From an optimization exercise on the open Yosys and OpenROAD flow, aimed at small area, a short achievable clock period and few clock cycles; shortcuts taken in it are not production practice. RTL that was checked went through simulation tests only; none was proved equivalent to the original. The RTL of runs 3 and 4 was laid out without a check of its function. No activity file was given, so power comes from the tool's default toggle rates.

[flow/config.mk]
export PLATFORM = sky130hd
export DESIGN_NAME = div32
export DESIGN_NICKNAME = div32
export VERILOG_FILES = /design/flow/design.v
export SDC_FILE = /design/flow/constraint.sdc
export NUM_CORES = 8
export LEC_CHECK = 0
export ABC_AREA = 1
export CAP_MARGIN = 20
export CORE_MARGIN = 2
export CORE_UTILIZATION = 40
export PLACE_DENSITY = 0.6
export SETUP_SLACK_MARGIN = 3.0
export SLEW_MARGIN = 20
[flow/constraint.sdc]
create_clock -name core_clock -period 5.0 [get_ports {clk}]
set_input_delay 1.0000 -clock core_clock [delete_from_list [all_inputs] [get_ports {clk}]]
set_output_delay 1.0000 -clock core_clock [all_outputs]
set_load 0.01 [all_outputs]
[flow/design.v]
`timescale 1ns / 1ps
module div32(
    input clk,
    input rst,
    input start,
    input [31:0] dividend,
    input [31:0] divisor,
    output [31:0] quotient,
    output [31:0] remainder,
    output reg finish
);
reg [31:0] r;       
reg [31:0] q;       
reg [31:0] d;       
reg [4:0]  za;      
reg [5:0]  j;       
reg        norm;    
reg        iter;    
assign quotient  = q;
assign remainder = r;
function [5:0] lzc32;
    input [31:0] x;
    reg [15:0] v1; reg [15:0] c1;
    reg [7:0]  v2; reg [15:0] c2;
    reg [3:0]  v3; reg [11:0] c3;
    reg [1:0]  v4; reg [7:0]  c4;
    integer i;
    begin
        for (i = 0; i < 16; i = i + 1) begin
            v1[i] = x[2*i+1] | x[2*i];
            c1[i] = ~x[2*i+1];
        end
        for (i = 0; i < 8; i = i + 1) begin
            v2[i] = v1[2*i+1] | v1[2*i];
            c2[2*i+:2] = v1[2*i+1] ? {1'b0, c1[2*i+1]} : {1'b1, c1[2*i]};
        end
        for (i = 0; i < 4; i = i + 1) begin
            v3[i] = v2[2*i+1] | v2[2*i];
            c3[3*i+:3] = v2[2*i+1] ? {1'b0, c2[2*(2*i+1)+:2]} : {1'b1, c2[2*(2*i)+:2]};
        end
        for (i = 0; i < 2; i = i + 1) begin
            v4[i] = v3[2*i+1] | v3[2*i];
            c4[4*i+:4] = v3[2*i+1] ? {1'b0, c3[3*(2*i+1)+:3]} : {1'b1, c3[3*(2*i)+:3]};
        end
        lzc32 = {~(v4[1] | v4[0]), v4[1] ? {1'b0, c4[7:4]} : {1'b1, c4[3:0]}};
    end
endfunction
wire [5:0] la = lzc32(dividend);
wire [5:0] lb = lzc32(divisor);
wire [4:0] sp = j[4:0] ^ ~za;
wire [4:0] sg = j[4:0] & ~za;
wire [5:0] sc;                                    
assign sc[0] = 1'b1;
assign sc[1] = sg[0] | sp[0];
assign sc[2] = sg[1] | (sp[1] & sg[0]) | (sp[1] & sp[0]);
assign sc[3] = sg[2] | (sp[2] & sg[1]) | (sp[2] & sp[1] & sg[0]) | (sp[2] & sp[1] & sp[0]);
assign sc[4] = sg[3] | (sp[3] & sg[2]) | (sp[3] & sp[2] & sg[1]) | (sp[3] & sp[2] & sp[1] & sg[0])
             | (sp[3] & sp[2] & sp[1] & sp[0]);
assign sc[5] = sg[4] | (sp[4] & sg[3]) | (sp[4] & sp[3] & sg[2]) | (sp[4] & sp[3] & sp[2] & sg[1])
             | (sp[4] & sp[3] & sp[2] & sp[1] & sg[0]) | (sp[4] & sp[3] & sp[2] & sp[1] & sp[0]);
wire [5:0] sh   = {~sc[5], sp ^ sc[4:0]};
wire       triv = j[5] | sh[5];                   
wire [31:0] kp = r ^ ~d;
wire [31:0] kg = r & ~d;
wire kc1 = r[0] | ~d[0];    
wire kG0_1 = kg[1] | (kp[1] & kc1);
wire kP0_1 = kp[1] & kp[0];
wire kG0_3 = kg[3] | (kp[3] & kg[2]);
wire kP0_3 = kp[3] & kp[2];
wire kG0_5 = kg[5] | (kp[5] & kg[4]);
wire kP0_5 = kp[5] & kp[4];
wire kG0_7 = kg[7] | (kp[7] & kg[6]);
wire kP0_7 = kp[7] & kp[6];
wire kG0_9 = kg[9] | (kp[9] & kg[8]);
wire kP0_9 = kp[9] & kp[8];
wire kG0_11 = kg[11] | (kp[11] & kg[10]);
wire kP0_11 = kp[11] & kp[10];
wire kG0_13 = kg[13] | (kp[13] & kg[12]);
wire kP0_13 = kp[13] & kp[12];
wire kG0_15 = kg[15] | (kp[15] & kg[14]);
wire kP0_15 = kp[15] & kp[14];
wire kG0_17 = kg[17] | (kp[17] & kg[16]);
wire kP0_17 = kp[17] & kp[16];
wire kG0_19 = kg[19] | (kp[19] & kg[18]);
wire kP0_19 = kp[19] & kp[18];
wire kG0_21 = kg[21] | (kp[21] & kg[20]);
wire kP0_21 = kp[21] & kp[20];
wire kG0_23 = kg[23] | (kp[23] & kg[22]);
wire kP0_23 = kp[23] & kp[22];
wire kG0_25 = kg[25] | (kp[25] & kg[24]);
wire kP0_25 = kp[25] & kp[24];
wire kG0_27 = kg[27] | (kp[27] & kg[26]);
wire kP0_27 = kp[27] & kp[26];
wire kG0_29 = kg[29] | (kp[29] & kg[28]);
wire kP0_29 = kp[29] & kp[28];
wire kG0_31 = kg[31] | (kp[31] & kg[30]);
wire kP0_31 = kp[31] & kp[30];
wire kG1_2 = kg[2] | (kp[2] & kG0_1);
wire kP1_2 = kp[2] & kP0_1;
wire kG1_3 = kG0_3 | (kP0_3 & kG0_1);
wire kP1_3 = kP0_3 & kP0_1;
wire kG1_6 = kg[6] | (kp[6] & kG0_5);
wire kP1_6 = kp[6] & kP0_5;
wire kG1_7 = kG0_7 | (kP0_7 & kG0_5);
wire kP1_7 = kP0_7 & kP0_5;
wire kG1_10 = kg[10] | (kp[10] & kG0_9);
wire kP1_10 = kp[10] & kP0_9;
wire kG1_11 = kG0_11 | (kP0_11 & kG0_9);
wire kP1_11 = kP0_11 & kP0_9;
wire kG1_14 = kg[14] | (kp[14] & kG0_13);
wire kP1_14 = kp[14] & kP0_13;
wire kG1_15 = kG0_15 | (kP0_15 & kG0_13);
wire kP1_15 = kP0_15 & kP0_13;
wire kG1_18 = kg[18] | (kp[18] & kG0_17);
wire kP1_18 = kp[18] & kP0_17;
wire kG1_19 = kG0_19 | (kP0_19 & kG0_17);
wire kP1_19 = kP0_19 & kP0_17;
wire kG1_22 = kg[22] | (kp[22] & kG0_21);
wire kP1_22 = kp[22] & kP0_21;
wire kG1_23 = kG0_23 | (kP0_23 & kG0_21);
wire kP1_23 = kP0_23 & kP0_21;
wire kG1_26 = kg[26] | (kp[26] & kG0_25);
wire kP1_26 = kp[26] & kP0_25;
wire kG1_27 = kG0_27 | (kP0_27 & kG0_25);
wire kP1_27 = kP0_27 & kP0_25;
wire kG1_30 = kg[30] | (kp[30] & kG0_29);
wire kP1_30 = kp[30] & kP0_29;
wire kG1_31 = kG0_31 | (kP0_31 & kG0_29);
wire kP1_31 = kP0_31 & kP0_29;
wire kG2_4 = kg[4] | (kp[4] & kG1_3);
wire kP2_4 = kp[4] & kP1_3;
wire kG2_5 = kG0_5 | (kP0_5 & kG1_3);
wire kP2_5 = kP0_5 & kP1_3;
wire kG2_6 = kG1_6 | (kP1_6 & kG1_3);
wire kP2_6 = kP1_6 & kP1_3;
wire kG2_7 = kG1_7 | (kP1_7 & kG1_3);
wire kP2_7 = kP1_7 & kP1_3;
wire kG2_12 = kg[12] | (kp[12] & kG1_11);
wire kP2_12 = kp[12] & kP1_11;
wire kG2_13 = kG0_13 | (kP0_13 & kG1_11);
wire kP2_13 = kP0_13 & kP1_11;
wire kG2_14 = kG1_14 | (kP1_14 & kG1_11);
wire kP2_14 = kP1_14 & kP1_11;
wire kG2_15 = kG1_15 | (kP1_15 & kG1_11);
wire kP2_15 = kP1_15 & kP1_11;
wire kG2_20 = kg[20] | (kp[20] & kG1_19);
wire kP2_20 = kp[20] & kP1_19;
wire kG2_21 = kG0_21 | (kP0_21 & kG1_19);
wire kP2_21 = kP0_21 & kP1_19;
wire kG2_22 = kG1_22 | (kP1_22 & kG1_19);
wire kP2_22 = kP1_22 & kP1_19;
wire kG2_23 = kG1_23 | (kP1_23 & kG1_19);
wire kP2_23 = kP1_23 & kP1_19;
wire kG2_28 = kg[28] | (kp[28] & kG1_27);
wire kP2_28 = kp[28] & kP1_27;
wire kG2_29 = kG0_29 | (kP0_29 & kG1_27);
wire kP2_29 = kP0_29 & kP1_27;
wire kG2_30 = kG1_30 | (kP1_30 & kG1_27);
wire kP2_30 = kP1_30 & kP1_27;
wire kG2_31 = kG1_31 | (kP1_31 & kG1_27);
wire kP2_31 = kP1_31 & kP1_27;
wire kG3_8 = kg[8] | (kp[8] & kG2_7);
wire kP3_8 = kp[8] & kP2_7;
wire kG3_9 = kG0_9 | (kP0_9 & kG2_7);
wire kP3_9 = kP0_9 & kP2_7;
wire kG3_10 = kG1_10 | (kP1_10 & kG2_7);
wire kP3_10 = kP1_10 & kP2_7;
wire kG3_11 = kG1_11 | (kP1_11 & kG2_7);
wire kP3_11 = kP1_11 & kP2_7;
wire kG3_12 = kG2_12 | (kP2_12 & kG2_7);
wire kP3_12 = kP2_12 & kP2_7;
wire kG3_13 = kG2_13 | (kP2_13 & kG2_7);
wire kP3_13 = kP2_13 & kP2_7;
wire kG3_14 = kG2_14 | (kP2_14 & kG2_7);
wire kP3_14 = kP2_14 & kP2_7;
wire kG3_15 = kG2_15 | (kP2_15 & kG2_7);
wire kP3_15 = kP2_15 & kP2_7;
wire kG3_24 = kg[24] | (kp[24] & kG2_23);
wire kP3_24 = kp[24] & kP2_23;
wire kG3_25 = kG0_25 | (kP0_25 & kG2_23);
wire kP3_25 = kP0_25 & kP2_23;
wire kG3_26 = kG1_26 | (kP1_26 & kG2_23);
wire kP3_26 = kP1_26 & kP2_23;
wire kG3_27 = kG1_27 | (kP1_27 & kG2_23);
wire kP3_27 = kP1_27 & kP2_23;
wire kG3_28 = kG2_28 | (kP2_28 & kG2_23);
wire kP3_28 = kP2_28 & kP2_23;
wire kG3_29 = kG2_29 | (kP2_29 & kG2_23);
wire kP3_29 = kP2_29 & kP2_23;
wire kG3_30 = kG2_30 | (kP2_30 & kG2_23);
wire kP3_30 = kP2_30 & kP2_23;
wire kG3_31 = kG2_31 | (kP2_31 & kG2_23);
wire kP3_31 = kP2_31 & kP2_23;
wire kG4_16 = kg[16] | (kp[16] & kG3_15);
wire kP4_16 = kp[16] & kP3_15;
wire kG4_17 = kG0_17 | (kP0_17 & kG3_15);
wire kP4_17 = kP0_17 & kP3_15;
wire kG4_18 = kG1_18 | (kP1_18 & kG3_15);
wire kP4_18 = kP1_18 & kP3_15;
wire kG4_19 = kG1_19 | (kP1_19 & kG3_15);
wire kP4_19 = kP1_19 & kP3_15;
wire kG4_20 = kG2_20 | (kP2_20 & kG3_15);
wire kP4_20 = kP2_20 & kP3_15;
wire kG4_21 = kG2_21 | (kP2_21 & kG3_15);
wire kP4_21 = kP2_21 & kP3_15;
wire kG4_22 = kG2_22 | (kP2_22 & kG3_15);
wire kP4_22 = kP2_22 & kP3_15;
wire kG4_23 = kG2_23 | (kP2_23 & kG3_15);
wire kP4_23 = kP2_23 & kP3_15;
wire kG4_24 = kG3_24 | (kP3_24 & kG3_15);
wire kP4_24 = kP3_24 & kP3_15;
wire kG4_25 = kG3_25 | (kP3_25 & kG3_15);
wire kP4_25 = kP3_25 & kP3_15;
wire kG4_26 = kG3_26 | (kP3_26 & kG3_15);
wire kP4_26 = kP3_26 & kP3_15;
wire kG4_27 = kG3_27 | (kP3_27 & kG3_15);
wire kP4_27 = kP3_27 & kP3_15;
wire kG4_28 = kG3_28 | (kP3_28 & kG3_15);
wire kP4_28 = kP3_28 & kP3_15;
wire kG4_29 = kG3_29 | (kP3_29 & kG3_15);
wire kP4_29 = kP3_29 & kP3_15;
wire kG4_30 = kG3_30 | (kP3_30 & kG3_15);
wire kP4_30 = kP3_30 & kP3_15;
wire kG4_31 = kG3_31 | (kP3_31 & kG3_15);
wire kP4_31 = kP3_31 & kP3_15;
wire [32:0] sub;
assign sub[0] = ~(r[0] ^ ~d[0]);
assign sub[1] = kp[1] ^ ~(~r[0] & d[0]);
assign sub[2] = kp[2] ^ kG0_1;
assign sub[3] = kp[3] ^ kG1_2;
assign sub[4] = kp[4] ^ kG1_3;
assign sub[5] = kp[5] ^ kG2_4;
assign sub[6] = kp[6] ^ kG2_5;
assign sub[7] = kp[7] ^ kG2_6;
assign sub[8] = kp[8] ^ kG2_7;
assign sub[9] = kp[9] ^ kG3_8;
assign sub[10] = kp[10] ^ kG3_9;
assign sub[11] = kp[11] ^ kG3_10;
assign sub[12] = kp[12] ^ kG3_11;
assign sub[13] = kp[13] ^ kG3_12;
assign sub[14] = kp[14] ^ kG3_13;
assign sub[15] = kp[15] ^ kG3_14;
assign sub[16] = kp[16] ^ kG3_15;
assign sub[17] = kp[17] ^ kG4_16;
assign sub[18] = kp[18] ^ kG4_17;
assign sub[19] = kp[19] ^ kG4_18;
assign sub[20] = kp[20] ^ kG4_19;
assign sub[21] = kp[21] ^ kG4_20;
assign sub[22] = kp[22] ^ kG4_21;
assign sub[23] = kp[23] ^ kG4_22;
assign sub[24] = kp[24] ^ kG4_23;
assign sub[25] = kp[25] ^ kG4_24;
assign sub[26] = kp[26] ^ kG4_25;
assign sub[27] = kp[27] ^ kG4_26;
assign sub[28] = kp[28] ^ kG4_27;
assign sub[29] = kp[29] ^ kG4_28;
assign sub[30] = kp[30] ^ kG4_29;
assign sub[31] = kp[31] ^ kG4_30;
assign sub[32] = ~kG4_31;
wire        ge  = ~sub[32];
wire        take = iter & ge;
wire [31:0] flip = {32{take}} & (r ^ sub[31:0]);
always @(posedge clk or posedge rst) begin
    if (rst) begin
        finish <= 1'b0;
        norm   <= 1'b0;
        iter   <= 1'b0;
    end else if (start) begin
        finish <= 1'b0;
        norm   <= 1'b1;
        iter   <= 1'b0;
    end else if (norm) begin
        norm   <= 1'b0;
        finish <= triv;
        iter   <= ~triv;
    end else if (iter) begin
        if (j[4:0] == 5'd0) begin
            iter   <= 1'b0;
            finish <= 1'b1;
        end
    end
end
always @(posedge clk) begin
    za <= la[4:0];
    if (start) begin
        r <= dividend;
        d <= divisor;
        j <= lb;
    end else begin
        if (norm & j[5]) r <= 32'b0;      
        else             r <= r ^ flip;
        if (norm) begin
            d <= d << sh[4:0];
            j <= sh;
        end else begin
            d <= d >> 1;
            j <= j - 6'd1;
        end
    end
    if (start)     q <= 32'b0;
    else if (iter) q <= {q[30:0], ge};
end
endmodule
[flow/flow/run.sh]
#!/bin/bash
# Standard layout, with plain buffers on the ports instead of the default delay-cell buffers.
set -euo pipefail
bash standard.sh BUFFER_PORTS_ARGS="-buffer_cell sky130_fd_sc_hd__buf_2" finish > standard.log 2>&1
[flow/standard.sh]
#!/bin/bash
# synth_recipe.tcl (not shown) runs the flow's synth.tcl, then flattens the netlist and writes it again
# the make line also repeats each setting of config.mk as NAME=value (left out here)
make -C /OpenROAD-flow-scripts/flow DESIGN_CONFIG=/design/flow/config.mk WORK_HOME=/design/flow/orfs CLKGATE_MAP_FILE= SYNTH_SCRIPT=/design/flow/synth_recipe.tcl "${@:-finish}"
==> results.cfg, run 1 <==
[clock_network]
cts_tree = done
clock_path_buffers = 2
numCtsBuffers = 9
cts.clk_slew.worst_paths_ns = 0.09
cts.sinks = 110
clk_latency_ns = 0.37
hold_buffers = 0
cts_root_buffer = clkbuf_16
htreeDepth = 3

[timing]
period_needed_ns = 2.36
max-slew-margin-rel_pct = 51.1
rsz0062_at_grt = yes
setup_viol = 0
fin_setup_tns_ns = 0
maxSlewViolCount = 0
fin_skew_ns = 0.0131
fmax_ghz = 0.423
min_period_over_period_pct = 47.2
worstMarginPinSlew_ns = 0.734
hold_viol_final = 0

[route]
ant_nets = 0
drc = 0
drt_iter0_drc = 913
wirelength_um = 31700
viasPerCell = 5.40
via_count = 10100
wl_per_cell_um = 17.0
dr.pass1.iters = 5

[worst_setup_path]
crit_chain = ha_4 -> nand2_2 -> nand3b_1 -> nand2_4 -> nand2_4 -> or2_1 -> nand2_2 -> buf_12 -> buf_8 -> buf_6 -> nand2_1 -> o21ai_1 -> o21ai_1 -> nand2_1
critPathKind = reg2reg
crit_path_top_delay_cell = dfxtp_4
cp.required_ns = 5.30
max_stage_delay_ns = 0.37
crit_path_end_kind = flip-flop
crit_path_max_fanout = 7
cp.arrival_ns = 2.66
critPathLaunchType = flip-flop
r2r_cells = 14

[global_routing]
grt_pass1_vias = 9261
gr-total-overflow = 0
grt_max_degree = 42
grtUsageTotal_pct = 27.7
grt_pass1_wl_um = 48200
antenna_found_initial = 0

[cells_and_area]
nNetsFinal = 1697
multi_input_area_sq_mm = 0.00630
drive_gt1_share_pct = 31.5
n_fill_cell = 1994
seqCellArea_sq_mm = 0.00231
n_antenna_cell = 0
fin_cells = 1867
area_delta_synth_final_pct = 38.6

[power_and_ir_drop]
worst_ir_drop_vdd_uv = 235
power_uw = 6510
powerDensity_mw_per_mm2 = 558
p_leak_uw = 0.00586

[logic_synthesis]
synth_edf_count = 2
synth_area_leaders = dfxtp_1 (25%), nand2_1 (21%), inv_1 (7.8%), nand3_1 (6.1%), nor2_1 (5.8%)
synthArstFlopShare_pct = 2.73
syn_area_per_cell_sq_um = 6.00
yosys_most_used_dff = dfxtp_1
ys_types = 51
synthesis.area_sq_mm = 0.00842
yosys_warnings = 1
postSynthCellCount = 1404
syn_nets = 1514
yosysSeqAreaShare_pct = 26.6
synth.top_cell.area_share_pct = 25.0
yosys.area.top_type = dfxtp_1
ys_ff_latch = 110

[run_status]
status = timing/DRC/antenna clean

[floorplanning]
dieArea_sq_mm = 0.0222
die_w_um = 149
initial_utilization_pct = 40.4
core-area_sq_mm = 0.0208
top_level_ports = 132
core.rowCount = 53
dieHeight_um = 149

[hold_path]
min_path_type = in2async

[placed_design]
gp_congestion = 0.932
hpwlAfterDp_um = 21000
placedCellCount = 1764
io_buffer_count = 131

[run]
cap_violations = 0
==> layout by cell type (no fill, tap or decap), types with 5 or more instances in the layout <==
cell type / netlist / final
buf_6: 8 / 18
nand2_8: 1 / 9
o21ai_2: 1 / 32
nand2_4: 4 / 16
buf_12: 0 / 5
ha_1: 38 / 19
o21ai_1: 43 / 29
buf_2: 16 / 128
nor2_1: 130 / 117
nor2_2: 3 / 8
nand2_2: 8 / 50
or2_4: 0 / 7
nor3_1: 8 / 7
nand3_1: 102 / 75
nor2_4: 1 / 9
nand3_2: 0 / 25
dfxtp_4: 0 / 9
a21oi_1: 46 / 40
o211ai_1: 10 / 10
ha_4: 0 / 19
nand4_1: 12 / 12
clkbuf_16: 0 / 10
a21oi_2: 2 / 5
dfxtp_2: 0 / 28
inv_1: 175 / 158
a22oi_1: 20 / 20
dfxtp_1: 105 / 68
buf_4: 4 / 54
inv_8: 0 / 7
o21ai_0: 97 / 76
inv_2: 3 / 14
nand2_1: 478 / 421
==> cell families (layout without fill, tap and decap cells) <==
family                     Yosys count  count (layout)  synth area share (%)
and+or+nand+nor                    769             774                  38.1
AOI/OAI and AO/OA                  239             239                  15.9
buffers and inverters              234             417                  11.6
DFF                                110             110                  26.6
adders and majority gates           43              43                  6.84
xor gates and xnor gates             9               9                  1.03
==> report_power, final <==
group	internal (uW)	switching, uW
Sequential	1110	223
Clock	408	388
Combinational	1740	2640
Total	3260	3250
==> state kept, by name, indices dropped and copies added (netlist names) <==
name / flops
r: 32
finish: 1
q: 32
d: 32
iter: 1
j: 6
norm: 1
za: 5
==> layer usage <==
layer	part of all wire, %	vias up	track usage (%)
met5	0	-	0
li1	-	4891	-
met4	6.3	0	15.0
met1	41	4620	35.9
met2	45	441	44.4
met3	7.4	128	4.22
==> timing repair <==
| item | 4_1_cts | 5_1_grt |
|---|---|---|
| pin swaps | 62 | 46 |
| gates resized for setup | 239 | 111 |
| setup endpoints to repair | 72 | 79 |
| cloned | 19 | 1 |
| buffers inserted | 48 | 19 |
==> cell usage after synthesis, types with 3 or more instances <==
cell,count
a21o_1,4
a21oi_1,46
a22oi_1,20
buf_1,5
buf_2,16
buf_4,4
buf_6,8
clkbuf_1,22
dfrtp_1,3
dfxtp_1,105
fa_1,5
ha_1,38
inv_1,175
inv_2,3
nand2_1,478
nand2_2,8
nand2_4,4
nand3_1,102
nand3b_1,4
nand4_1,12
nor2_1,130
nor2_2,3
nor3_1,8
o211ai_1,10
o21ai_0,97
o21ai_1,43
o31ai_1,4
or2_1,5
or2_2,6
xnor2_1,4
xor2_1,4
==> worst max-delay path, delay by kind of cell, from the launching register on <==
family | cells | cell delay [ns]
AND/OR/NAND/NOR | 8 | 0.96
AO/OA/AOI/OAI | 2 | 0.28
adder cells (fa/ha/maj) | 1 | 0.27
buffers and inverters | 3 | 0.42
flip-flops | 1 | 0.37
==> final timing paths <==
kind                       endpoint  startpoint  slack (ns)
max                           d[23]        j[1]        2.64
min                            norm         rst        0.49
max reg2reg                   d[23]        j[1]        2.64
min reg2reg                   d[19]       d[20]        0.49
max in group asynchronous      iter         rst        4.37
min in group core_clock       d[19]       d[20]        0.49
==> area by class of cell <==
cell class,instances,area share (%)
inverters,179,6.22
repair inverters,7,0.643
multi-input cells,1065,54.0
repair buffers,215,13.7
clock inverters,7,0.847
well taps,275,2.95
flip-flops and latches,110,19.8
clock buffers,9,1.93
==> through the flow <==
stage | instance area (sq um) | hold WS (ns) | util (%) | worst slack (ns)
5_1_grt | 11700 | 0.487 | 56.0 | 2.63
6_report | 11700 | 0.486 | 56.0 | 2.64
4_1_cts | 11100 | 0.466 | 53.3 | 2.81
3_3_place_gp | 9260 | 0.467 | 44.5 | 2.07
3_5_place_dp | 9260 | 0.456 | 44.5 | 1.97
2_1_floorplan | 8490 | 0.442 | - | 2.75
Testbench counts, summed over its fixed seeds: cycles 47,977.
==> run 2, diff against run 1 <==
--- a/flow/config.mk
+++ b/flow/config.mk
@@ -11,4 +11,4 @@
 export CORE_UTILIZATION = 40
 export PLACE_DENSITY = 0.6
-export SETUP_SLACK_MARGIN = 3.0
+export SETUP_SLACK_MARGIN = 2.8
 export SLEW_MARGIN = 20
==> run 2 against run 1 <==
  * Sequential power is essentially flat
  * Critical path depth is 2 higher
  * Setup slack improved by 0.085 ns
  * Die area unchanged
  * Final area fell by 3.1%
  * Power shrank 4.9%
  * Clock skew is 0.0051 ns lower
  * Via count fell by 2.5%
  * Sequential share of layout area rose by 0.67 points
  * Core utilization fell by 1.7 points
  * Combinational power down 7.1%
  * Count of clock-buffer cells in the layout stayed put
==> results.cfg, run 2 <==
[run_status]
status = timing/DRC/antenna clean

[floorplanning]
core-area_sq_mm = 0.0208
die_w_um = 149
core.rowCount = 53
dieHeight_um = 149
initial_utilization_pct = 40.4
dieArea_sq_mm = 0.0222
top_level_ports = 132

[worst_setup_path]
max_stage_delay_ns = 0.35
crit_path_end_kind = flip-flop
crit_chain = inv_2 -> ha_4 -> buf_12 -> nand2_4 -> nand3b_1 -> nand2_2 -> nand2_2 -> or2_1 -> nand2_2 -> buf_12 -> inv_12 -> nor2_4 -> nand2_2 -> nand2_2 -> o21ai_2 -> nand2_1
crit_top_cell = nand2_2
crit_path_top_delay_cell = dfxtp_2
cp.arrival_ns = 2.59
critPathLaunchType = flip-flop
cp.required_ns = 5.31
r2r_start = za[0]
crit_path_max_fanout = 25
critical_path.startpoint = za[0]
critPathKind = reg2reg

[cells_and_area]
n_antenna_cell = 0
final_common_cell = nand2_1
final_cell_mix = nand2_1 (439), inv_1 (158), buf_2 (131)
n_fill_cell = 2082
top_regs = d (32), q (32), r (32)
fin_cells = 1848
area_delta_synth_final_pct = 34.3
drive_gt1_share_pct = 27.7
nNetsFinal = 1678

[route]
drt_iter0_drc = 802
wirelength_um = 31400
wl_per_cell_um = 17.0
viasPerCell = 5.32
ant_nets = 0
drc = 0
via_count = 9831
dr.pass1.iters = 7

[global_routing]
grt_max_degree = 67
grt_use_met2_pct = 44.4
grt_use_met1_pct = 36.9
grt_pass1_vias = 8952
gr-total-overflow = 0
grt-busiest-layer = met2
gr-usage-met3_pct = 3.18
antenna_found_initial = 0
grtUsageTotal_pct = 27.4
grt_pass1_wl_um = 47600

[clock_network]
cts_root_buffer = clkbuf_16
hold_buffers = 0
clk_latency_ns = 0.37
cts.sinks = 110
clock_path_buffers = 2
htreeDepth = 3
numCtsBuffers = 9
cts_tree = done
cts.clk_slew.worst_paths_ns = 0.09

[timing]
fin_skew_ns = 0.00803
period_needed_ns = 2.28
hold_viol_final = 0
setup_viol = 0
rsz0062_at_grt = yes
hold_slack_ns = 0.477
worstMarginPinSlew_ns = 0.755
min_period_over_period_pct = 45.5
max-slew-margin-rel_pct = 49.0
maxSlewViolCount = 0
fin_setup_tns_ns = 0
setup_ws_ns = 2.72
fmax_ghz = 0.439

[placed_design]
io_buffer_count = 131
hpwlAfterDp_um = 21200
dp_slack_ns = 1.93
gp_congestion = 0.918
placedCellCount = 1762

[logic_synthesis]
synth_edf_count = 2
ys_ff_latch = 110
yosys_most_used_dff = dfxtp_1
synth.top_cell.area_share_pct = 25.0
ys_types = 51
yosys.area.top_type = dfxtp_1
postSynthCellCount = 1404
syn_nets = 1514
synth_area_leaders = dfxtp_1 (25%), nand2_1 (21%), inv_1 (7.8%), nand3_1 (6.1%), nor2_1 (5.8%)
synthArstFlopShare_pct = 2.73
synthesis.area_sq_mm = 0.00842
yosysSeqAreaShare_pct = 26.6
synth_most_common_cell = nand2_1
yosys_warnings = 1
syn_area_per_cell_sq_um = 6.00
ys_top_cells_by_count = nand2_1 (478), inv_1 (175), nor2_1 (130)

[power_and_ir_drop]
worst_ir_drop_vdd_uv = 311
p_leak_uw = 0.00565
powerDensity_mw_per_mm2 = 547

[hold_path]
min_path_type = in2async

[run]
cap_violations = 0
==> run 2: cell counts after synthesis <==
Identical to the previous run, type by type.
==> run 2: final timing paths <==
path                       endpoint  cells after the start  slack, ns
max                           d[22]                     16       2.72
min reg2reg                    q[0]                      2       0.49
max reg2reg                   d[22]                     16       2.72
min in group core_clock        q[0]                      2       0.49
min                            norm                      2       0.48
max in group asynchronous      iter                      2       4.40
==> run 2: area by class of cell <==
cell class | count | area (sq um) | share of cell area, %
repair buffers | 195 | 1370 | 12.1
clock buffers | 9 | 225 | 1.99
inverters | 179 | 728 | 6.44
multi-input cells | 1068 | 6190 | 54.7
well taps | 275 | 344 | 3.04
repair inverters | 5 | 58.8 | 0.520
flip-flops and latches | 110 | 2310 | 20.4
clock inverters | 7 | 86.3 | 0.764
==> run 2: cell families (layout without fill, tap and decap cells) <==
kind of cell | Yosys count | count (layout) | synth area share, %
XOR/XNOR | 9 | 11 | 1.03
AND/OR/NAND/NOR | 769 | 775 | 38.1
AO/OA/AOI/OAI | 239 | 239 | 15.9
buffers and inverters | 234 | 395 | 11.6
flip-flops | 110 | 110 | 26.6
adder cells (fa/ha/maj) | 43 | 43 | 6.84
==> run 2: power by group <==
| part | leakage, uW | total, uW | switching [uW] | internal [uW] |
|---|---|---|---|---|
| registers | 0.000943 | 1340 | 225 | 1110 |
| logic | 0.00455 | 4070 | 2460 | 1610 |
| clock network | 0.000151 | 781 | 420 | 361 |
| total | 0.00565 | 6190 | 3110 | 3080 |
==> run 2: layer usage <==
metal / part of all wire [%] / up-vias / routed length, um
li1: - / 4854 / -
met1: 44 / 4546 / 13900
met2: 46 / 364 / 14500
met3: 5.5 / 67 / 1740
met4: 3.8 / 0 / 1190
met5: 0 / - / 0
==> run 2: metrics by stage <==
stage	utilization, %	cell area, sq um	power [uW]
floorplan	-	8440	3440
global placement	44.2	9200	4120
detailed placement	44.2	9200	4120
CTS	50.6	10500	5610
global route	54.3	11300	6640
finish	54.3	11300	6190
==> run 2: timing repair <==
action | CTS | global route
buffers inserted | 28 | 25
endpoints found under the setup margin | 72 | 74
pin swaps | 27 | 61
gates resized for setup | 131 | 146
cloned | 13 | 4
==> run 2: critical path: cells and delay by family (launching register included) <==
kind	cells	cell delay (ns)
AND/OR/NAND/NOR	10	1.13
buffers and inverters	4	0.40
flip-flops	1	0.35
adder cells (fa/ha/maj)	1	0.26
AO/OA/AOI/OAI	1	0.05
==> run 3, diff against run 2 <==
--- a/flow/design.v
+++ b/flow/design.v
@@ -63,7 +63,6 @@
 wire [31:0] kp = r ^ ~d;
 wire [31:0] kg = r & ~d;
-wire kc1 = r[0] | ~d[0];    
-wire kG0_1 = kg[1] | (kp[1] & kc1);
-wire kP0_1 = kp[1] & kp[0];
+wire kC_0 = r[0] | ~d[0];
+wire kC_1 = kg[1] | (kp[1] & r[0]) | (kp[1] & ~d[0]);
 wire kG0_3 = kg[3] | (kp[3] & kg[2]);
 wire kP0_3 = kp[3] & kp[2];
@@ -96,8 +95,8 @@
 wire kG0_31 = kg[31] | (kp[31] & kg[30]);
 wire kP0_31 = kp[31] & kp[30];
-wire kG1_2 = kg[2] | (kp[2] & kG0_1);
-wire kP1_2 = kp[2] & kP0_1;
-wire kG1_3 = kG0_3 | (kP0_3 & kG0_1);
-wire kP1_3 = kP0_3 & kP0_1;
+wire kQ_2 = kg[2] | (kp[2] & kg[1]);
+wire kR_2 = kp[2] & kp[1];
+wire kC_2 = kQ_2 | (kR_2 & kC_0);
+wire kG1_3 = kG0_3 | (kP0_3 & kC_1);
 wire kG1_6 = kg[6] | (kp[6] & kG0_5);
 wire kP1_6 = kp[6] & kP0_5;
@@ -128,12 +127,10 @@
 wire kG1_31 = kG0_31 | (kP0_31 & kG0_29);
 wire kP1_31 = kP0_31 & kP0_29;
-wire kG2_4 = kg[4] | (kp[4] & kG1_3);
-wire kP2_4 = kp[4] & kP1_3;
+wire kQ_4 = kg[4] | (kp[4] & kg[3]);
+wire kR_4 = kp[4] & kp[3];
+wire kC_4 = kQ_4 | (kR_4 & kC_2);
 wire kG2_5 = kG0_5 | (kP0_5 & kG1_3);
-wire kP2_5 = kP0_5 & kP1_3;
 wire kG2_6 = kG1_6 | (kP1_6 & kG1_3);
-wire kP2_6 = kP1_6 & kP1_3;
 wire kG2_7 = kG1_7 | (kP1_7 & kG1_3);
-wire kP2_7 = kP1_7 & kP1_3;
 wire kG2_12 = kg[12] | (kp[12] & kG1_11);
 wire kP2_12 = kp[12] & kP1_11;
@@ -160,20 +157,14 @@
 wire kG2_31 = kG1_31 | (kP1_31 & kG1_27);
 wire kP2_31 = kP1_31 & kP1_27;
-wire kG3_8 = kg[8] | (kp[8] & kG2_7);
-wire kP3_8 = kp[8] & kP2_7;
+wire kQ_8 = kg[8] | (kp[8] & kg[7]);
+wire kR_8 = kp[8] & kp[7];
+wire kC_8 = kQ_8 | (kR_8 & kG2_6);
 wire kG3_9 = kG0_9 | (kP0_9 & kG2_7);
-wire kP3_9 = kP0_9 & kP2_7;
 wire kG3_10 = kG1_10 | (kP1_10 & kG2_7);
-wire kP3_10 = kP1_10 & kP2_7;
 wire kG3_11 = kG1_11 | (kP1_11 & kG2_7);
-wire kP3_11 = kP1_11 & kP2_7;
 wire kG3_12 = kG2_12 | (kP2_12 & kG2_7);
-wire kP3_12 = kP2_12 & kP2_7;
 wire kG3_13 = kG2_13 | (kP2_13 & kG2_7);
-wire kP3_13 = kP2_13 & kP2_7;
 wire kG3_14 = kG2_14 | (kP2_14 & kG2_7);
-wire kP3_14 = kP2_14 & kP2_7;
 wire kG3_15 = kG2_15 | (kP2_15 & kG2_7);
-wire kP3_15 = kP2_15 & kP2_7;
 wire kG3_24 = kg[24] | (kp[24] & kG2_23);
 wire kP3_24 = kp[24] & kP2_23;
@@ -192,47 +183,33 @@
 wire kG3_31 = kG2_31 | (kP2_31 & kG2_23);
 wire kP3_31 = kP2_31 & kP2_23;
-wire kG4_16 = kg[16] | (kp[16] & kG3_15);
-wire kP4_16 = kp[16] & kP3_15;
+wire kQ_16 = kg[16] | (kp[16] & kg[15]);
+wire kR_16 = kp[16] & kp[15];
+wire kC_16 = kQ_16 | (kR_16 & kG3_14);
 wire kG4_17 = kG0_17 | (kP0_17 & kG3_15);
-wire kP4_17 = kP0_17 & kP3_15;
 wire kG4_18 = kG1_18 | (kP1_18 & kG3_15);
-wire kP4_18 = kP1_18 & kP3_15;
 wire kG4_19 = kG1_19 | (kP1_19 & kG3_15);
-wire kP4_19 = kP1_19 & kP3_15;
 wire kG4_20 = kG2_20 | (kP2_20 & kG3_15);
-wire kP4_20 = kP2_20 & kP3_15;
 wire kG4_21 = kG2_21 | (kP2_21 & kG3_15);
-wire kP4_21 = kP2_21 & kP3_15;
 wire kG4_22 = kG2_22 | (kP2_22 & kG3_15);
-wire kP4_22 = kP2_22 & kP3_15;
 wire kG4_23 = kG2_23 | (kP2_23 & kG3_15);
-wire kP4_23 = kP2_23 & kP3_15;
 wire kG4_24 = kG3_24 | (kP3_24 & kG3_15);
-wire kP4_24 = kP3_24 & kP3_15;
 wire kG4_25 = kG3_25 | (kP3_25 & kG3_15);
-wire kP4_25 = kP3_25 & kP3_15;
 wire kG4_26 = kG3_26 | (kP3_26 & kG3_15);
-wire kP4_26 = kP3_26 & kP3_15;
 wire kG4_27 = kG3_27 | (kP3_27 & kG3_15);
-wire kP4_27 = kP3_27 & kP3_15;
 wire kG4_28 = kG3_28 | (kP3_28 & kG3_15);
-wire kP4_28 = kP3_28 & kP3_15;
 wire kG4_29 = kG3_29 | (kP3_29 & kG3_15);
-wire kP4_29 = kP3_29 & kP3_15;
 wire kG4_30 = kG3_30 | (kP3_30 & kG3_15);
-wire kP4_30 = kP3_30 & kP3_15;
 wire kG4_31 = kG3_31 | (kP3_31 & kG3_15);
-wire kP4_31 = kP3_31 & kP3_15;
 wire [32:0] sub;
-assign sub[0] = ~(r[0] ^ ~d[0]);
-assign sub[1] = kp[1] ^ ~(~r[0] & d[0]);
-assign sub[2] = kp[2] ^ kG0_1;
-assign sub[3] = kp[3] ^ kG1_2;
+assign sub[0] = r[0] ^ d[0];
+assign sub[1] = kp[1] ^ kC_0;
+assign sub[2] = kp[2] ^ kC_1;
+assign sub[3] = kp[3] ^ kC_2;
 assign sub[4] = kp[4] ^ kG1_3;
-assign sub[5] = kp[5] ^ kG2_4;
+assign sub[5] = kp[5] ^ kC_4;
 assign sub[6] = kp[6] ^ kG2_5;
 assign sub[7] = kp[7] ^ kG2_6;
 assign sub[8] = kp[8] ^ kG2_7;
-assign sub[9] = kp[9] ^ kG3_8;
+assign sub[9] = kp[9] ^ kC_8;
 assign sub[10] = kp[10] ^ kG3_9;
 assign sub[11] = kp[11] ^ kG3_10;
@@ -242,5 +219,5 @@
 assign sub[15] = kp[15] ^ kG3_14;
 assign sub[16] = kp[16] ^ kG3_15;
-assign sub[17] = kp[17] ^ kG4_16;
+assign sub[17] = kp[17] ^ kC_16;
 assign sub[18] = kp[18] ^ kG4_17;
 assign sub[19] = kp[19] ^ kG4_18;
@@ -298,5 +275,5 @@
         end
     end
-    if (start)     q <= 32'b0;
+    if (norm)      q <= 32'b0;
     else if (iter) q <= {q[30:0], ge};
 end
--- a/flow/config.mk
+++ b/flow/config.mk
@@ -11,4 +11,4 @@
 export CORE_UTILIZATION = 40
 export PLACE_DENSITY = 0.6
-export SETUP_SLACK_MARGIN = 2.8
+export SETUP_SLACK_MARGIN = 2.9
 export SLEW_MARGIN = 20
==> run 3 against run 2 <==
  * Fmax about the same
  * Non-clock buffer count grew 29
  * Highest routed layer unchanged
  * Critical path type unchanged
  * Critical endpoint is now d[30]
  * Sequential power hardly changed
  * Largest power group unchanged
  * Global-route usage increased by 1.1 points
  * Still clean on timing, DRC and antenna
==> results.cfg, run 3 <==
[floorplanning]
core.rowCount = 52
top_level_ports = 132
initial_utilization_pct = 40.8
dieHeight_um = 148
dieArea_sq_mm = 0.0219
die_w_um = 148
core-area_sq_mm = 0.0203

[worst_setup_path]
critPathKind = reg2reg
r2r_cells = 16
critPathLaunchType = flip-flop
crit_cells = 16
r2r_start = za[0]
crit_path_top_delay_cell = dfxtp_2
cp.arrival_ns = 2.40
crit_top_cell = nand2_1
crit_path_end_kind = flip-flop
max_stage_delay_ns = 0.36
cp.required_ns = 5.12
path_delay_family = simple AND/OR/NAND/NOR gates
critPathCapture = d[30]
crit_path_max_fanout = 11
crit_buf_inv = 5
critical_path.startpoint = za[0]
crit_chain = inv_2 -> ha_4 -> buf_12 -> nand2_8 -> nand3_4 -> nand2_4 -> nand2_4 -> buf_12 -> clkinvlp_4 -> buf_6 -> nand2_2 -> nand2_1 -> nand2_1 -> o21ai_1 -> nand2_1 -> nand3_1
r2r-end = d[30]
ff2ff_setup_slack_ns = 2.72

[clock_network]
cts.clk_slew.worst_paths_ns = 0.09
htreeDepth = 3
clk_latency_ns = 0.37
clock_path_buffers = 2
cts_tree = done
cts_root_buffer = clkbuf_16
cts.sinks = 110
numCtsBuffers = 9

[timing]
hold_viol_final = 0
period_needed_ns = 2.28
maxSlewViolCount = 0
setup_ws_ns = 2.72
fin_setup_tns_ns = 0
worstMarginPinSlew_ns = 0.700
setup_viol = 0
fin_skew_ns = 0.0119
fmax_ghz = 0.439
max-slew-margin-rel_pct = 53.3
min_period_over_period_pct = 45.5
rsz0062_at_grt = yes

[power_and_ir_drop]
p_sw_uw = 3120
powerDensity_mw_per_mm2 = 535
pwr-share-seq_pct = 20.9
p_int_uw = 3170
comb_power_share_pct = 66.4
clockPowerShare_pct = 12.7
switching_share_pct = 49.6
worst_ir_drop_vdd_uv = 246
p_leak_uw = 0.00567

[global_routing]
grtUsageTotal_pct = 28.5
grt_pass1_wl_um = 49700
grt_pass1_vias = 9322
grt_max_degree = 56
antenna_found_initial = 0
gr-total-overflow = 0

[placed_design]
hpwlAfterDp_um = 20800
dp_slack_ns = 1.96
gp_congestion = 0.937
io_buffer_count = 131

[cells_and_area]
final_cell_mix = nand2_1 (349), inv_1 (140), buf_2 (131)
drive_gt1_share_pct = 32.9
area_delta_synth_final_pct = 42.1
top_regs = d (32), q (32), r (32)
nNetsFinal = 1663
n_antenna_cell = 0
final_common_cell = nand2_1

[logic_synthesis]
synthesis.area_sq_mm = 0.00827
synthArstFlopShare_pct = 2.73
synth.top_cell.area_share_pct = 25.4
syn_area_per_cell_sq_um = 6.08
ys_ff_latch = 110
ys_top_cells_by_count = nand2_1 (392), inv_1 (177), nor2_1 (131)
synth_area_leaders = dfxtp_1 (25%), nand2_1 (18%), inv_1 (8.0%), o21ai_0 (6.6%), nor2_1 (5.9%)
yosys_most_used_dff = dfxtp_1
postSynthCellCount = 1362
yosysSeqAreaShare_pct = 27.0
synth_edf_count = 2
syn_nets = 1468
yosys_warnings = 1
ys_types = 54
yosys.area.top_type = dfxtp_1
synth_most_common_cell = nand2_1

[route]
drt-met1-wl_um = 13600
drt_iter0_drc = 881
wl_per_cell_um = 18.1
ant_nets = 0
wl_met2_um = 15600
dr.pass1.iters = 5
viasPerCell = 5.55
highest_layer = met4
wl_met3_um = 2430
via_count = 10200
drc = 0
wirelength_um = 33200

[hold_path]
min_path_type = in2async

[run_status]
status = timing/DRC/antenna clean

[run]
cap_violations = 0
==> run 3: changes by cell type after synthesis, sizes merged, moves of 9 or more <==
cell    previous run  this run
o21ai            141       174
o221ai             2        12
a21oi             48        66
nand2            491       405
nand4             12         3
==> run 3: layout make-up <==
type	count	area (sq um)
Clock inverter	7	101
Fill cell	1972	8540
Sequential cell	110	2300
Multi-Input combinational cell	1023	6370
Clock buffer	9	225
Inverter	185	741
Timing Repair inverter	4	28.8
Timing Repair Buffer	224	1650
Tap cell	270	338
==> run 3: worst reg2reg max path, delay by kind of cell (launching register included) <==
kind / cells / cell delay, ns
buf+inv: 5 / 0.55
compound gates: 1 / 0.09
fa+ha+maj: 1 / 0.30
simple gates: 9 / 0.74
flops: 1 / 0.36
==> run 3: kinds of logic after synthesis <==
group | Yosys count | share of synthesized area [%]
muxes | 2 | 0.242
and+or+nand+nor | 656 | 32.6
xor gates and xnor gates | 14 | 1.66
buffers and inverters | 239 | 11.7
adders and majority gates | 39 | 5.90
DFF | 110 | 27.0
AOI/OAI and AO/OA | 302 | 20.8
==> run 3: power groups by stage <==
stage / Sequential (uW) / Combinational [uW] / Clock [uW]
6_report: 1310 / 4180 / 798
5_1_grt: 1330 / 4510 / 841
4_1_cts: 1290 / 3650 / 806
3_5_place_dp: 1270 / 2630 / 0
3_3_place_gp: 1270 / 2620 / 0
2_1_floorplan: 1260 / 1980 / 0
==> run 3: worst min path at each step <==
stage	from	to	slack, ns	depth (start not counted)
after floorplan	d[5]	d[4]	0.45	2
after global placement	q[0]	q[0]	0.47	2
after detailed placement	d[5]	d[4]	0.48	2
after CTS	rst	finish	0.48	2
after global routing	rst	finish	0.49	2
final	rst	finish	0.48	2
==> run 3: layer usage <==
metal	GRT usage (%)	vias up
met2	47.5	540
met1	35.8	4655
met4	13.2	0
met3	5.15	133
li1	-	4847
met5	0	-
==> run 3: repair_timing <==
action / 4_1_cts / 5_1_grt
endpoints found under the setup margin: 76 / 74
pin swaps: 35 / 57
hold buffers: 0 / 0
buffers inserted: 58 / 20
gates resized for setup: 207 / 142
gates cloned: 16 / 4
==> run 3: metrics by stage <==
stage | total power, uW | util [%] | area (sq um) | hold WS (ns) | cells
2_1_floorplan | 3240 | - | 8310 | 0.448 | 1362
3_3_place_gp | 3890 | 44.8 | 9090 | 0.472 | 1718
3_5_place_dp | 3900 | 44.8 | 9100 | 0.483 | 1718
4_1_cts | 5750 | 54.8 | 11100 | 0.481 | 1808
5_1_grt | 6680 | 57.9 | 11800 | 0.486 | 1832
6_report | 6290 | 57.9 | 11800 | 0.481 | 1832
==> run 4, diff against run 3 <==
--- a/flow/config.mk
+++ b/flow/config.mk
@@ -11,4 +11,4 @@
 export CORE_UTILIZATION = 40
 export PLACE_DENSITY = 0.6
-export SETUP_SLACK_MARGIN = 2.9
+export SETUP_SLACK_MARGIN = 2.8
 export SLEW_MARGIN = 20
==> run 4 against run 3 <==
  * Fmax shrank 4.7%
  * Still clean on timing, DRC and antenna
  * Sequential power is essentially flat
  * Die area is the same
  * Area after synthesis is the same
  * Non-clock buffer count shrank 33
==> results.cfg, run 4 <==
[run_status]
status = timing/DRC/antenna clean

[placed_design]
gp_congestion = 0.963
post_dp_cell_area_sq_mm = 0.00907
io_buffer_count = 131
hpwlAfterDp_um = 21100

[run]
cap_violations = 0

[clock_network]
htreeDepth = 3
clk_latency_ns = 0.38
cts.sinks = 110
cts_root_buffer = clkbuf_16
clock_path_buffers = 2
cts.clk_slew.worst_paths_ns = 0.09
numCtsBuffers = 9
cts_tree = done

[route]
viasPerCell = 5.42
drt_iter0_drc = 756
dr.pass1.iters = 5
wirelength_um = 32200
via_count = 9738
drc = 0
ant_nets = 0
wl_per_cell_um = 17.9

[global_routing]
antenna_found_initial = 0
grt_pass1_wl_um = 47300
grt_max_degree = 56
gr-total-overflow = 0
grtUsageTotal_pct = 27.3
grt_pass1_vias = 8785

[power_and_ir_drop]
p_leak_uw = 0.00538
powerDensity_mw_per_mm2 = 532
worst_ir_drop_vdd_uv = 285

[floorplanning]
die_w_um = 148
dieHeight_um = 148
core-area_sq_mm = 0.0203
top_level_ports = 132
dieArea_sq_mm = 0.0219
core.rowCount = 52
initial_utilization_pct = 40.8

[worst_setup_path]
critPathKind = reg2reg
crit_path_max_fanout = 19
cp.required_ns = 5.12
cp.arrival_ns = 2.51
critPathLaunchType = flip-flop
crit_path_end_kind = flip-flop

[hold_path]
min_path_type = in2async

[timing]
hold_slack_ns = 0.463
max-slew-margin-rel_pct = 59.9
period_needed_ns = 2.39
maxSlewViolCount = 0
fmax_ghz = 0.419
setup_viol = 0
fin_skew_ns = 0.0120
fin_setup_tns_ns = 0
min_period_over_period_pct = 47.8
worstMarginPinSlew_ns = 0.601
rsz0062_at_grt = yes
hold_viol_final = 0

[logic_synthesis]
syn_area_per_cell_sq_um = 6.08
synthArstFlopShare_pct = 2.73
synth_most_common_cell = nand2_1
ys_top_cells_by_count = nand2_1 (392), inv_1 (177), nor2_1 (131)
synth_edf_count = 2
postSynthCellCount = 1362
yosysSeqAreaShare_pct = 27.0
yosys_warnings = 1
synth.top_cell.area_share_pct = 25.4
yosys_most_used_dff = dfxtp_1
synth_area_leaders = dfxtp_1 (25%), nand2_1 (18%), inv_1 (8.0%), o21ai_0 (6.6%), nor2_1 (5.9%)
ys_ff_latch = 110
syn_nets = 1468
yosys.area.top_type = dfxtp_1
synthesis.area_sq_mm = 0.00827
ys_types = 54

[cells_and_area]
fin_area_sq_mm = 0.0111
area_delta_synth_final_pct = 34.7
seqCellArea_sq_mm = 0.00229
nNetsFinal = 1629
n_antenna_cell = 0
top_regs = d (32), q (32), r (32)
n_fill_cell = 2004
multi_input_area_sq_mm = 0.00612
drive_gt1_share_pct = 26.7
final_cell_mix = nand2_1 (366), inv_1 (157), buf_2 (131)
final_common_cell = nand2_1
[run 4: cell types whose count changed in the layout (fill, tap and decap cells not counted), moves of 11 or more]
cell | previous run | this run
buf_4 | 65 | 41
inv_1 | 140 | 157
inv_2 | 32 | 21
nand2_1 | 349 | 366
nand2_4 | 23 | 11
nand3_1 | 78 | 93
nand3_2 | 18 | 4
o21ai_0 | 81 | 99
o21ai_1 | 65 | 53
[run 4: what timing repair did]
item / 4_1_cts / 5_1_grt
pin swaps: 22 / 45
setup endpoints to repair: 70 / 72
gates resized for setup: 90 / 152
gates cloned: 11 / 7
hold buffers: 0 / 0
buffers inserted: 23 / 23
[run 4: worst paths after layout]
| path | end | depth (start not counted) | start | slack (ns) |
|---|---|---|---|---|
| max | d[31] | 15 | za[0] | 2.61 |
| min | norm | 2 | rst | 0.46 |
| max reg2reg | d[31] | 15 | za[0] | 2.61 |
| min reg2reg | q[0] | 2 | q[0] | 0.49 |
| max in group asynchronous | iter | 2 | rst | 4.41 |
| min in group core_clock | q[0] | 2 | q[0] | 0.49 |
[run 4: stage by stage]
step                util, %  total power (uW)  setup WS (ns)  instances
global route           54.9              6320           2.54       1798
finish                 54.9              5920           2.61       1798
CTS                    50.1              5190           2.77       1768
detailed placement     44.7              3910           2.14       1718
floorplan                 -              3220           2.82       1362
global placement       44.6              3890           2.09       1718
[run 4: layer usage]
| metal | up-vias | part of all wire (%) | global-route usage (%) |
|---|---|---|---|
| li1 | 4773 | - | - |
| met2 | 420 | 46 | 44.8 |
| met1 | 4446 | 42 | 35.6 |
| met4 | 0 | 4.7 | 11.0 |
| met3 | 99 | 7.0 | 4.88 |
| met5 | - | 0 | 0 |
[run 4: cells by family after synthesis]
logic type      Yosys count  synth area share (%)
xor+xnor                 14                  1.66
fa+ha+maj                39                  5.90
compound gates          302                  20.8
buf+inv                 239                  11.7
flops                   110                  27.0
mux                       2                 0.242
simple gates            656                  32.6
[run 4: final cells by class]
class / instances / share of cell area [%]
Clock buffer: 9 / 2.02
Clock inverter: 7 / 0.909
Inverter: 185 / 6.49
Multi-Input combinational cell: 1021 / 54.9
Sequential cell: 110 / 20.5
Tap cell: 270 / 3.03
Timing Repair Buffer: 191 / 11.8
Timing Repair inverter: 5 / 0.314
[run 4: power by group]
group | switching [uW] | internal [uW]
combinational | 2330 | 1480
sequential | 209 | 1090
clock | 436 | 374
[run 4: worst max-delay path: stages, from the launching register on]
cell      delay [ns]
dfxtp_2         0.36
inv_2           0.06
ha_4            0.27
buf_12          0.14
nand2_8         0.06
nand3_4         0.07
nand2_4         0.11
inv_2           0.06
o21ai_4         0.21
nand2_1         0.13
nand2_2         0.11
nand2_4         0.11
nand2_8         0.12
inv_12          0.07
o211ai_1        0.13
nand3_1         0.11

-- afterwards: timing with drivers on the ports --
Ports are ideal in the flow. The routed layouts listed here were re-timed in OpenROAD. Step 1 sets driving cells, clkbuf_16 on the clock port and buf_2 on the other inputs (assumed; they add their load-dependent delay and slew). Step 2 adds t to the input delays and takes it off the output delays; t is the mean of the earliest and latest rising clock arrival at the registers after step 1. Input paths then give back, and output paths get back, about the clock's delay inside the block. Three values: ideal ports, drivers, drivers and shift; two values: the first two.
| run | t, ns | setup slack, ns | worst data-port slew with drivers (ns) | cell pins on the clock port's net |
|---|---|---|---|---|
| run 1 | 0.412 | 2.638 / 2.638 / 2.538 | 0.05 | 1 |
| run 2 | 0.413 | 2.724 / 2.724 / 2.485 | 0.04 | 1 |
| run 3 | 0.413 | 2.723 / 2.723 / 2.484 | 0.04 | 1 |
| run 4 | 0.424 | 2.611 / 2.611 / 2.424 | 0.04 | 1 |
After both steps setup and hold are still met in every run listed.
